From an optimization exercise on the open Yosys and OpenROAD flow, aimed at small area; shortcuts taken in it are not production practice.
In this exercise RTL edits were held to simulation tests only and were not proved equivalent to the original.
The clock port is modelled as an ideal driver, which makes a skipped or thinned clock tree look cheaper than it is; a real chip needs a root buffer or a tree.
Power and IR drop assume default switching activity.

==> job 2039: inputs <==
## main
module main(
    input [1:0] A,
    input [1:0] B,
    output [1:0] S,
    input Cin,
    output Cout,
    input CLK,
    input RST,
    output [11:8] SF_D,
    output LCD_E,
    output LCD_RS,
    output LCD_RW,
    output LCD_Enable
    );
==> module main, before the edit <==
module main(
    input [1:0] A,
    input [1:0] B,
    output [1:0] S,
    input Cin,
    output Cout,
    input CLK,
    input RST,
    output [11:8] SF_D,
    output LCD_E,
    output LCD_RS,
    output LCD_RW,
    output LCD_Enable
    );
  assign LCD_Enable = 1'b1;
  assign LCD_RW = 1'b0;
  assign {Cout, S} = A + B + Cin;
  reg [11:0] h;
  reg [8:0] U;
  wire done = (U[8] & U[7]);
  wire [12:0] hcy;
  assign hcy[0] = 1'b1;
  genvar gi;
  generate for (gi = 0; gi < 12; gi = gi + 1) begin : hcg
    assign hcy[gi+1] = hcy[gi] & h[gi];
  end endgenerate
  wire hw = hcy[12];                         
  wire irr = (U[8] & U[6] & U[5] & U[4] & ~U[3] & ~U[2] & ~U[1] & U[0]);             
  wire [11:0] reload = irr ? 12'd255 : 12'd1091;
  wire [9:0] ucy;
  assign ucy[0] = hw;
  assign ucy[1] = hw & U[0] & ~done;
  generate for (gi = 1; gi < 9; gi = gi + 1) begin : ucg
    assign ucy[gi+1] = ucy[gi] & U[gi];
  end endgenerate
  wire lo = (h[11] | (h[9] | (h[8] | (h[7] | (h[5] | (h[4] & (h[3] & h[2])))))));
  wire eh = ((h[11] | (h[9] | (h[8] | (h[7] | (h[5] | (h[4] | h[3])))))) & ~lo) | ((h[11] | (h[9] | (h[8] | (h[7] & (h[6] | (h[5] | (h[4] | (h[3] & (h[2] & h[1]))))))))) & ~(h[11] | (h[9] | (h[8] | (h[7] & (h[6] | (h[5] & (h[4] | (h[3] | (h[2] & (h[1] & h[0])))))))))));
  wire cmd = (U[8] & U[6] & ~U[5] & U[4] & U[3] & U[2]);         
  wire clr = (U[8] & U[6] & U[5]);      
  wire wr = done & U[0];                     
  wire hold = wr & lo;                       
  wire [2:0] dat = U[3:1];
  always @(posedge CLK) begin
    if (RST) begin
      h <= 12'd1646;
      U <= 9'd27;
    end else begin
      h <= hw ? reload : h ^ hcy[11:0];
      U[0] <= U[0] ^ ucy[0];
      U[8:4] <= U[8:4] ^ ucy[8:4];
      if (done & ~hold) U[3:1] <= {Cout, S};
      else U[3:1] <= U[3:1] ^ ucy[3:1];
    end
  end
  wire p123 = ((~U[7] & ~U[6] & ~U[5] & U[4] & ~U[3] & U[2] & ~U[1] & ~U[0]) & ((h[11] & (h[10] & (h[9] | (h[8] & (h[7] | (h[6] & (h[5] | (h[4] | (h[3] & (h[2] | h[1])))))))))) & ~(h[11] & (h[10] & (h[9] | (h[8] & (h[7] | (h[6] & (h[5] | (h[4] & (h[3] | (h[2] & h[1])))))))))))) | ((U[8] & U[6] & ~U[5] & U[4] & U[3] & ~U[2] & ~U[1] & ~U[0]) & ((h[11] & (h[10] & (h[9] & (h[8] & (h[7] & (h[6] & (h[5] & (h[4] | (h[3] & (h[2] | h[1])))))))))) & ~(h[11] & (h[10] & (h[9] & (h[8] & (h[7] & (h[6] & (h[5] & (h[4] & (h[3] | (h[2] & h[1])))))))))))) | ((U[8] & U[6] & ~U[5] & U[4] & U[3] & ~U[2] & U[1] & ~U[0]) & ((h[11] & (h[10] & (h[9] | (h[8] | (h[7] | (h[6] | (h[5] | (h[4] | (h[3] | h[2]))))))))) & ~(h[11] & (h[10] & (h[9] | (h[8] | (h[7] | (h[6] | (h[5] | h[4])))))))));
  wire p4 = ((U[8] & U[6] & ~U[5] & U[4] & U[3] & ~U[2] & U[1] & U[0]) & ((h[11] & (h[10] | (h[9] | (h[8] | (h[7] | (h[6] | (h[5] & (h[4] | (h[3] | (h[2] | (h[1] & h[0]))))))))))) & ~(h[11] & (h[10] | (h[9] | (h[8] | (h[7] | (h[6] | (h[5] & (h[4] | (h[3] & (h[2] & (h[1] & h[0])))))))))))));
  wire d2 = ((U[8] & U[6] & ~U[5] & U[4] & U[3] & ~U[2] & U[1] & U[0]) & (h[11] & (h[10] | (h[9] | (h[8] | (h[7] | (h[6] | (h[5] & (h[4] | (h[3] | (h[2] | (h[1] & h[0])))))))))))) | ((U[8] & U[6] & ~U[5] & U[4] & U[3] & U[2] & ~U[1] & ~U[0]) & ~lo);    
  wire tail = (U[8] & U[6] & U[5] & U[4] & U[3] & U[2] & U[1] & U[0]) & (h[11] & (h[10] & (h[9] & (h[8] & (h[7] & (h[6] & (h[5] & (h[4] & (h[3] & (h[2] & h[1]))))))))));
  assign LCD_E = p123 | p4 | ((cmd | done) & eh);
  assign LCD_RS = wr;
  assign SF_D[11] = (cmd & lo & ~U[0]) | (done & ~U[0] & ~lo);
  assign SF_D[10] = (cmd & lo & (U[1] ^ U[0])) | (hold & dat[2]);
  assign SF_D[9] = p123 | d2 | ((U[8] & U[6] & ~U[5] & U[4] & U[3] & U[2] & ~U[1] & U[0]) & lo) | (wr & (~lo | dat[1]));
  assign SF_D[8] = p123 | ((U[8] & U[6] & ~U[5] & U[4] & U[3] & U[2] & U[1] & U[0]) & lo) | (clr & ~tail) | (wr & (~lo | dat[0]));
endmodule
clock: 20.0 ns
lec_check: 0
cap_margin: 20
core_margin: 2
core_utilization: 35
slew_margin: 20
standard.sh (not shown) runs the stock make flow with config.mk's settings and CLKGATE_MAP_FILE= SYNTH_SCRIPT=/design/flow/synth_recipe.tcl, a recipe that flattens the netlist after the stock synthesis.
==> flow/flow/run.sh <==
#!/bin/bash
# Own layout flow: the standard flow (standard.sh) with these changes:
#  - synthesis maps the logic with several area-oriented ABC scripts (flow/abc_*.script) and keeps
#    the smallest result, without the adder-cell pre-mapping; the rest of synth_recipe.tcl
#    (register naming, flatten, rename) is unchanged;
#  - ports are buffered with sky130_fd_sc_hd__buf_1.
# make's full output goes to make.log here; ORFS's own per-step logs are under orfs/logs/.
set -euo pipefail
W=$PWD
F=$FLOW_HOME
sed 's#^  log_cmd abc {\*}\$abc_args$#  source '"$W"'/flow/portfolio.tcl#' \
  "$F/scripts/synth.tcl" > "$W/area_synth.tcl"
grep -q "flow/portfolio.tcl" "$W/area_synth.tcl"
sed "s#\$::env(SCRIPTS_DIR)/synth.tcl#$W/area_synth.tcl#" "$W/synth_recipe.tcl" > "$W/area_synth_recipe.tcl"
grep -q "area_synth.tcl" "$W/area_synth_recipe.tcl"
bash "$W/standard.sh" \
  SYNTH_SCRIPT="$W/area_synth_recipe.tcl" \
  ADDER_MAP_FILE= \
  BUFFER_PORTS_ARGS="-buffer_cell sky130_fd_sc_hd__buf_1" \
  finish > "$W/make.log" 2>&1
Other scripts of this flow, unchanged in this note and not shown: flow/flow/abc_01.script, flow/flow/abc_02.script, flow/flow/abc_03.script, flow/flow/abc_04.script, flow/flow/abc_05.script, flow/flow/abc_06.script, flow/flow/abc_07.script, flow/flow/abc_08.script, flow/flow/abc_09.script, flow/flow/abc_10.script, flow/flow/abc_11.script, flow/flow/abc_12.script, flow/flow/abc_13.script, flow/flow/abc_14.script, flow/flow/abc_15.script, flow/flow/abc_16.script, flow/flow/abc_17.script, flow/flow/abc_18.script, flow/flow/abc_19.script, flow/flow/abc_20.script, flow/flow/abc_21.script, flow/flow/abc_22.script, flow/flow/abc_23.script, flow/flow/abc_24.script, flow/flow/abc_25.script, flow/flow/abc_26.script, flow/flow/portfolio.tcl
==> job 7472 (differences from job 2039) <==
--- a/flow/design.v
+++ b/flow/design.v
@@ -27,3 +27,3 @@
   wire hw = hcy[12];                         
-  wire irr = (U[8] & U[6] & U[5] & U[4] & ~U[3] & ~U[2] & ~U[1] & U[0]);             
+  wire irr = (U[8] & U[6] & ~U[5] & U[4] & U[3] & U[2] & U[1] & U[0]);             
   wire [11:0] reload = irr ? 12'd255 : 12'd1091;
--- a/flow/flow/run.sh
+++ b/flow/flow/run.sh
@@ -5,3 +5,5 @@
 #    (register naming, flatten, rename) is unchanged;
-#  - ports are buffered with sky130_fd_sc_hd__buf_1.
+#  - ports are buffered with sky130_fd_sc_hd__buf_1;
+#  - after clock tree synthesis, flow/collapse.tcl replaces the tree with one clock buffer that
+#    drives every flip-flop (POST_CTS_TCL hook of ORFS's cts.tcl).
 # make's full output goes to make.log here; ORFS's own per-step logs are under orfs/logs/.
@@ -19,2 +21,3 @@
   BUFFER_PORTS_ARGS="-buffer_cell sky130_fd_sc_hd__buf_1" \
+  POST_CTS_TCL="$W/flow/collapse.tcl" \
   finish > "$W/make.log" 2>&1
==> flow/flow/collapse.tcl (new file) <==
# POST_CTS_TCL hook: collapse the clock tree that CTS built into a single buffer. The buffer the
# clock port drives (the tree's root) then drives every flip-flop clock pin itself; the other
# clock buffers and the tree's dummy loads are removed. All registers keep one common clock
# buffer, so no register's clock arrives earlier or later than another's.
set clk_port_net [get_nets CLK]
if {[llength $clk_port_net] != 1} { error "collapse: no net CLK" }
set root_pin ""
foreach p [get_pins -of_objects $clk_port_net] {
  if {[get_property $p direction] == "input"} { lappend root_pin $p }
}
if {[llength $root_pin] != 1} { error "collapse: clock port drives [llength $root_pin] pins" }
set root [get_cells -of_objects $root_pin]
set root_out [get_nets -of_objects [get_pins -of_objects $root -filter "direction==output"]]
puts "collapse: root [get_full_name $root] ([get_property $root ref_name]) net [get_full_name $root_out]"
set removed 0
set moved 0
while {1} {
  set again 0
  foreach p [get_pins -of_objects $root_out] {
    if {[get_property $p direction] != "input"} { continue }
    set c [get_cells -of_objects $p]
    set ref [get_property $c ref_name]
    if {[string match "sky130_fd_sc_hd__clkbuf_*" $ref] || [string match "sky130_fd_sc_hd__clkinv*" $ref]} {
      set outs [get_pins -of_objects $c -filter "direction==output"]
      if {[string match "*clkinv*" $ref]} {
        # a dummy load: an inverter whose output drives nothing
        if {[llength [get_pins -of_objects [get_nets -of_objects $outs] -filter "direction==input"]] != 0} { error "collapse: inverter $ref in the clock tree drives logic" }
        delete_instance $c
        incr removed
        set again 1
        continue
      }
      set n [get_nets -of_objects $outs]
      foreach q [get_pins -of_objects $n] {
        if {[get_property $q direction] != "input"} { continue }
        disconnect_pin $n $q
        connect_pin $root_out $q
        incr moved
      }
      disconnect_pin $root_out $p
      delete_instance $c
      delete_net $n
      incr removed
      set again 1
    }
  }
  if {!$again} { break }
}
puts "collapse: removed $removed clock-tree cells, moved $moved pins"
proc collapse_max_clk_slew {} {
  set w 0
  foreach p [get_pins -of_objects [get_cells *] -filter "is_clock==1"] {
    foreach e {rise fall} {
      set s [get_property $p slew_max_$e]
      if {$s > $w} { set w $s }
    }
  }
  return $w
}
foreach cell {sky130_fd_sc_hd__clkbuf_8 sky130_fd_sc_hd__clkbuf_16} {
  replace_cell $root $cell
  estimate_parasitics -placement
  set w [collapse_max_clk_slew]
  puts "collapse: $cell gives a clock-pin slew of $w"
  if {$w < 0.095} { break }
}
# The buffer may have grown: legalize the placement again.
detailed_placement
check_placement -verbose
estimate_parasitics -placement
puts "collapse: final clock-pin slew [collapse_max_clk_slew]"
Settings changed: CORE_UTILIZATION 35 to 50, PLACE_DENSITY set to 0.7.
==> job 8421 (differences from job 2039) <==
--- a/flow/design.v
+++ b/flow/design.v
@@ -27,3 +27,3 @@
   wire hw = hcy[12];                         
-  wire irr = (U[8] & U[6] & U[5] & U[4] & ~U[3] & ~U[2] & ~U[1] & U[0]);             
+  wire irr = (U[8] & U[6] & ~U[5] & U[4] & U[3] & U[2] & U[1] & U[0]);             
   wire [11:0] reload = irr ? 12'd255 : 12'd1091;
--- a/flow/flow/run.sh
+++ b/flow/flow/run.sh
@@ -5,3 +5,5 @@
 #    (register naming, flatten, rename) is unchanged;
-#  - ports are buffered with sky130_fd_sc_hd__buf_1.
+#  - ports are buffered with sky130_fd_sc_hd__buf_1;
+#  - after clock tree synthesis, flow/collapse.tcl replaces the tree with one clock buffer that
+#    drives every flip-flop (POST_CTS_TCL hook of ORFS's cts.tcl).
 # make's full output goes to make.log here; ORFS's own per-step logs are under orfs/logs/.
@@ -19,2 +21,3 @@
   BUFFER_PORTS_ARGS="-buffer_cell sky130_fd_sc_hd__buf_1" \
+  POST_CTS_TCL="$W/flow/collapse.tcl" \
   finish > "$W/make.log" 2>&1
==> flow/flow/collapse.tcl (new file) <==
# POST_CTS_TCL hook: collapse the clock tree that CTS built into a single buffer. The buffer the
# clock port drives (the tree's root) then drives every flip-flop clock pin itself; the other
# clock buffers and the tree's dummy loads are removed. All registers keep one common clock
# buffer, so no register's clock arrives earlier or later than another's.
set clk_port_net [get_nets CLK]
if {[llength $clk_port_net] != 1} { error "collapse: no net CLK" }
set root_pin ""
foreach p [get_pins -of_objects $clk_port_net] {
  if {[get_property $p direction] == "input"} { lappend root_pin $p }
}
if {[llength $root_pin] != 1} { error "collapse: clock port drives [llength $root_pin] pins" }
set root [get_cells -of_objects $root_pin]
set root_out [get_nets -of_objects [get_pins -of_objects $root -filter "direction==output"]]
puts "collapse: root [get_full_name $root] ([get_property $root ref_name]) net [get_full_name $root_out]"
set removed 0
set moved 0
while {1} {
  set again 0
  foreach p [get_pins -of_objects $root_out] {
    if {[get_property $p direction] != "input"} { continue }
    set c [get_cells -of_objects $p]
    set ref [get_property $c ref_name]
    if {[string match "sky130_fd_sc_hd__clkbuf_*" $ref] || [string match "sky130_fd_sc_hd__clkinv*" $ref]} {
      set outs [get_pins -of_objects $c -filter "direction==output"]
      if {[string match "*clkinv*" $ref]} {
        # a dummy load: an inverter whose output drives nothing
        if {[llength [get_pins -of_objects [get_nets -of_objects $outs] -filter "direction==input"]] != 0} { error "collapse: inverter $ref in the clock tree drives logic" }
        delete_instance $c
        incr removed
        set again 1
        continue
      }
      set n [get_nets -of_objects $outs]
      foreach q [get_pins -of_objects $n] {
        if {[get_property $q direction] != "input"} { continue }
        disconnect_pin $n $q
        connect_pin $root_out $q
        incr moved
      }
      disconnect_pin $root_out $p
      delete_instance $c
      delete_net $n
      incr removed
      set again 1
    }
  }
  if {!$again} { break }
}
puts "collapse: removed $removed clock-tree cells, moved $moved pins"
proc collapse_max_clk_slew {} {
  set w 0
  foreach p [get_pins -of_objects [get_cells *] -filter "is_clock==1"] {
    foreach e {rise fall} {
      set s [get_property $p slew_max_$e]
      if {$s > $w} { set w $s }
    }
  }
  return $w
}
foreach cell {sky130_fd_sc_hd__clkbuf_8 sky130_fd_sc_hd__clkbuf_16} {
  replace_cell $root $cell
  estimate_parasitics -placement
  set w [collapse_max_clk_slew]
  puts "collapse: $cell gives a clock-pin slew of $w"
  if {$w < 0.095} { break }
}
# The buffer may have grown: legalize the placement again.
detailed_placement
check_placement -verbose
estimate_parasitics -placement
puts "collapse: final clock-pin slew [collapse_max_clk_slew]"
Settings changed: CORE_UTILIZATION 35 to 65, PLACE_DENSITY set to 0.8.
==> summary of the runs <==
Job 8421 finished with timing, DRC and antenna clean. Job 2039 completed without violations. Job 7472 ran to the end with no violations.
Critical path depth is the same in job 2039 and job 8421.
Between job 2039 and job 7472, the lower final cell count is in job 7472 (gap about 10%, measured against job 7472).
Non-clock buffer count is the same in job 8421 and job 7472.
The highest utilization belongs to job 8421, the lowest to job 2039.
The highest cell area belongs to job 2039, the lowest to job 8421.
Clock-buffer cell count: job 2039 is higher than job 7472 (3).
In job 2039 the register-to-register slack is worse than in job 8421, by 0.24 ns.
Clock skew: job 8421 < job 7472 < job 2039.
==> figures <==
Result of the run: job 7472 complete, no violations; job 8421 complete, no violations; job 2039 complete, no violations
Transition time at the pin with the least slew margin: job 7472 0.735 ns; job 8421 0.740 ns; job 2039 0.765 ns
Insertion delay of the later-clocked pin in the worst-skew pair: job 7472 0.15 ns; job 8421 0.15 ns; job 2039 0.30 ns
Number of instances in the synthesized netlist: job 7472 163; job 8421 163; job 2039 164
Setup slack of the critical path after layout: job 7472 10.68 ns; job 8421 10.70 ns; job 2039 10.68 ns
Filler cell count: job 7472 222; job 8421 160; job 2039 364
Die Span Y: job 7472 52.8 um; job 8421 46.8 um; job 2039 62.6 um
Non-clk buf share: job 7472 0.0490; job 8421 0.0492; job 2039 0.0422
Met2 usage: job 7472 0.365; job 8421 0.482; job 2039 0.262
Netlist area before placement: job 7472 1190 sq um; job 8421 1190 sq um; job 2039 1200 sq um
Via density per instance: job 7472 6.10; job 8421 6.40; job 2039 5.67
Power density over the cells: job 7472 56.7 nW/um^2; job 8421 56.6 nW/um^2; job 2039 56.8 nW/um^2
Worst R2R Setup Slack: job 7472 17.78 ns; job 8421 17.67 ns; job 2039 17.43 ns
Met3 routed WL: job 7472 179 um; job 8421 234 um; job 2039 115 um
Per-instance average area after synthesis: job 7472 7.32 sq um; job 8421 7.32 sq um; job 2039 7.34 sq um
Number of global-route vias before repair: job 7472 966; job 8421 1,048; job 2039 1,190
Final routed wire length divided by cell count: job 7472 13.5 um; job 8421 13.9 um; job 2039 13.2 um
Data arrival time of the worst path: job 7472 5.32 ns; job 8421 5.30 ns; job 2039 5.32 ns

==> re-timing with driven ports <==
No port has a modelled driver above. Below, the same layouts with a new extraction and two added sets of constraints.
Step 1: set_driving_cell puts a clkbuf_16 on CLK and a buf_2 on each other input, an assumption about the parent block.
Step 2 moves the port delays by t, midway between the first and last clock arrival at a register: inputs arrive t later, outputs are due t later. That takes back most of the time a late clock gives input paths.
Slacks: no drivers / after step 1 / after step 2; pairs: no drivers / after step 1.
run	shift t [ns]	setup WS [ns]	cell pins on the clock port's net
job 2039	0.317	10.683 / 10.663 / 10.663	1
job 7472	0.174	10.683 / 10.663 / 10.663	1
job 8421	0.172	10.696 / 10.676 / 10.676	1
After both steps every run listed still meets setup and hold.
